Background: an optimization exercise with open tools, aiming at small area. Do not read the settings as production practice.
Power figures rest on the tool's default switching activity, not on a simulated workload.

Setup of run A:
==> flow/design.v (excerpt) <==
module taxi_top(
	input [1:0] light,
	input restart,
	input endcar,
	input park,
	input showaltogether,
	input clk,
	input rst,
	input showdistance,
	input restartall,
	output [6:0] a_to_g,
	output [3:0] enable,
	output point
    );
	reg [5:0]  clk_cnt;
	reg [3:0]  park_cnt;
	reg [15:0] distance;
	reg [19:0] onedrive;
	reg [19:0] altogether;
	reg [19:0] renewall;
	wire day  = light[1] & light[0];
	wire tick = (clk_cnt == 6'd62);
	wire rs   = restart | restartall;
	always @(posedge clk)
		if (rst) clk_cnt <= 0;
		else     clk_cnt <= clk_cnt + 1'b1;
	always @(posedge clk)
		if (rst) park_cnt <= 0;
		else if (tick) park_cnt <= (park_cnt == 4'd10) ? 4'd0 : park_cnt + 1'b1;
	wire [3:0] d0 = distance[3:0], d1 = distance[7:4], d2 = distance[11:8], d3 = distance[15:12];
	wire n0 = d0[3] & d0[0], n1 = d1[3] & d1[0], n2 = d2[3] & d2[0], n3 = d3[3] & d3[0];
	wire dinc = tick & ~park & ~endcar;
	reg [15:0] distance_n;
	always @(*) begin
		distance_n = distance;
		if (n0 & n1 & n2 & n3) distance_n = distance;
		else begin
			distance_n[3:0]   = n0 ? 4'd0 : d0 + 1'b1;
			if (n0) distance_n[7:4]   = n1 ? 4'd0 : d1 + 1'b1;
			if (n0 & n1) distance_n[11:8]  = n2 ? 4'd0 : d2 + 1'b1;
			if (n0 & n1 & n2) distance_n[15:12] = d3 + 1'b1;
		end
	end
	always @(posedge clk)
		if (rst | rs) distance <= 0;
		else if (dinc) distance <= distance_n;
	wire one  = (d0 == 4'd1);
	wire hi   = one & (distance[15:8] != 0);
	wire lo   = one & (d1 >= 4'd3);
	wire addt = tick & ~endcar;
	wire add0 = addt & park & (park_cnt == 0);
	wire add1 = addt & ~(park & (park_cnt == 0)) & (hi | lo);
	wire [2:0] amt1 = day ? (hi ? 3'd4 : 3'd3) : (hi ? 3'd5 : 3'd4);
	function [19:0] step;
		input [19:0] v;
		input a0, a1;
		reg [4:0] f0, f1, f2, f3;
		reg c0, c1, c2;
		begin
			f0 = v[4:0] + (a0 ? 5'd5 : 5'd0);
			c0 = f0 > 9;
			if (c0) f0 = f0 - 5'd10;
			f1 = v[9:5] + (a1 ? {2'b00, amt1} : 5'd0) + c0;
			c1 = f1 > 9;
			if (c1) f1 = f1 - 5'd10;
			f2 = v[14:10] + c1;
			c2 = c1 & (f2 > 9);
			if (c2) f2 = f2 - 5'd10;
			f3 = v[19:15] + c2;
			if (c2 & (f3 > 9)) step = 20'h99999;
			else step = {f3, f2, f1, f0};
		end
	endfunction
  ...
Size in the first run: roughly 600 cells after synthesis.
export LEC_CHECK = 0
export CAP_MARGIN = 20
export CORE_MARGIN = 2
export CORE_UTILIZATION = 60
export CTS_BUF_LIST = sky130_fd_sc_hd__clkbuf_4 sky130_fd_sc_hd__clkbuf_8
export CTS_CLUSTER_SIZE = 16
export SLEW_MARGIN = 20
create_clock -name core_clock -period 12.0 [get_ports {clk}]
standard.sh (not shown) runs the stock make flow with config.mk's settings and CLKGATE_MAP_FILE= SYNTH_SCRIPT=/design/flow/synth_recipe.tcl, a recipe that flattens the netlist after the stock synthesis.
==> flow/flow/run.sh <==
#!/bin/bash
# Own layout flow: the standard flow, but synthesis maps the logic with an
# area-oriented abc script and without half/full-adder cells, and port buffers
# are the smallest buffer. Each step's full output is in orfs/logs/.
set -euo pipefail
W=$(pwd)
export FLOW_ABC_SCRIPT=$W/flow/abc_area.script
# standard.sh with our synthesis script in place of synth_recipe.tcl
sed "s|SYNTH_SCRIPT=[^ ]*|SYNTH_SCRIPT=$W/flow/synth.tcl|" standard.sh > run_standard.sh
grep -q "SYNTH_SCRIPT=$W/flow/synth.tcl" run_standard.sh
bash run_standard.sh ADDER_MAP_FILE= "BUFFER_PORTS_ARGS=-buffer_cell sky130_fd_sc_hd__buf_1" finish > flow.log 2>&1
==> flow/flow/abc_area.script <==
strash
dc2
balance
rewrite
refactor
balance
rewrite
rewrite -z
balance
refactor -z
rewrite -z
balance
dc2
balance
rewrite
refactor
balance
rewrite
rewrite -z
balance
refactor -z
rewrite -z
balance
&get -n
&dch -f
&nf -R 1000
&put
==> flow/flow/synth.tcl <==
# The standard flow's synthesis (synth_recipe.tcl) with one change: abc maps the logic with
# an area-oriented script (flow/abc_area.script) instead of ORFS's.
proc synth {args} { yosys synth -nofsm -noshare {*}$args }
rename source __orig_source
proc source {args} {
  set r [uplevel 1 [list __orig_source {*}$args]]
  if { [string match *synth_preamble.tcl [lindex $args end]] } {
    upvar #0 abc_args abc_args
    set i [lsearch -exact $abc_args -script]
    lset abc_args [expr {$i + 1}] $::env(FLOW_ABC_SCRIPT)
    puts "abc args: $abc_args"
  }
  return $r
}
source $::env(SCRIPTS_DIR)/synth.tcl
# left out here: clear keep_hierarchy, flatten, clean up, hide names made inside functions, write 1_2_yosys.v
Run A completed every stage of the flow, and the final layout passed the timing, design-rule and antenna checks.
The following lists how run B was set up differently from run A:
Settings: CTS_BUF_LIST now sky130_fd_sc_hd__clkbuf_8, was sky130_fd_sc_hd__clkbuf_4 sky130_fd_sc_hd__clkbuf_8; CTS_CLUSTER_DIAMETER now 80, previously not set; CTS_CLUSTER_SIZE now 24, was 16.
Results
- Share of power burned in the clock network in run B is 0.4 points below run A.
- Diff run A -> run B: total power consumption of the routed design fell about 0.6%, overall fraction of global-route tracks in use about even, combined buffer and inverter count along the critical path about even, utilization about even, static power due to leakage about even.
- Changes observed in run B relative to run A: final area stayed essentially flat, register-to-register setup slack stayed essentially flat, total detailed-routing wirelength stayed essentially flat, XOR/XNOR share of the synthesized area stayed essentially flat.
- The higher internal power summed over all cells came out of run A.
Input changes introduced in run C (baseline for comparison: run B):
Settings: CTS_BUF_LIST: sky130_fd_sc_hd__clkbuf_8 -> unset; CTS_CLUSTER_SIZE: 24 -> unset; CORE_UTILIZATION: 60 -> 40; CTS_CLUSTER_DIAMETER: 80 -> unset.
==> results.txt <==
For run C, the timing endpoint of the critical path was altogether[13]$_SDFF_PP0_, unlike run B, where it was altogether[9]$_SDFF_PP0_.
From run C to run B, number of buffers and inverters on the critical path did not move at all.
Run C vs. run B: total wirelength of the detailed-routed design went up by 6.4%.
Relative to run B, setup slack has increased by 0.16 ns in run C.
Run C vs. run B: global-route usage over all layers decreased by 7.9 points relative to the old numbers; via count of the first global-routing pass went up 3.2%; combinational power saw an increase; final period demand of the worst path now smaller; number of cells produced by synthesis comparable.
Run C ended up with more standard cells than run B.
Max met3 routing resource usage after global routing across run B and run C: run C
No run of this note included a check of the RTL's function; only the layout flow was run.

port drivers added, routing unchanged:
The results above use ideal ports. As a check the final layouts listed here were re-extracted and re-timed, cells and wires unchanged. Step 1: set_driving_cell puts a clkbuf_16 on clk and a buf_2 on each other input, an assumption about the parent block. Step 2 adds t to the input delays and takes it off the output delays; t is the mean of the earliest and latest rising clock arrival at the registers after step 1. Input paths then give back, and output paths get back, about the clock's delay inside the block. Slacks: no drivers / after step 1 / after step 2; pairs: no drivers / after step 1.
| run | shift t [ns] | slack for setup (ns) | worst slew at a driven data input, ns |
|---|---|---|---|
| run A | 0.388 | 3.096 / 3.106 / 2.718 | 0.03 |
| run B | 0.388 | 3.075 / 3.086 / 2.698 | 0.03 |
| run C | 0.387 | 3.231 / 3.246 / 2.859 | 0.04 |
After both steps setup and hold are still met in every run listed. For run A, which loses most, drivers alone change the setup slack by +0.010 ns; drivers and shift together by -0.378 ns.
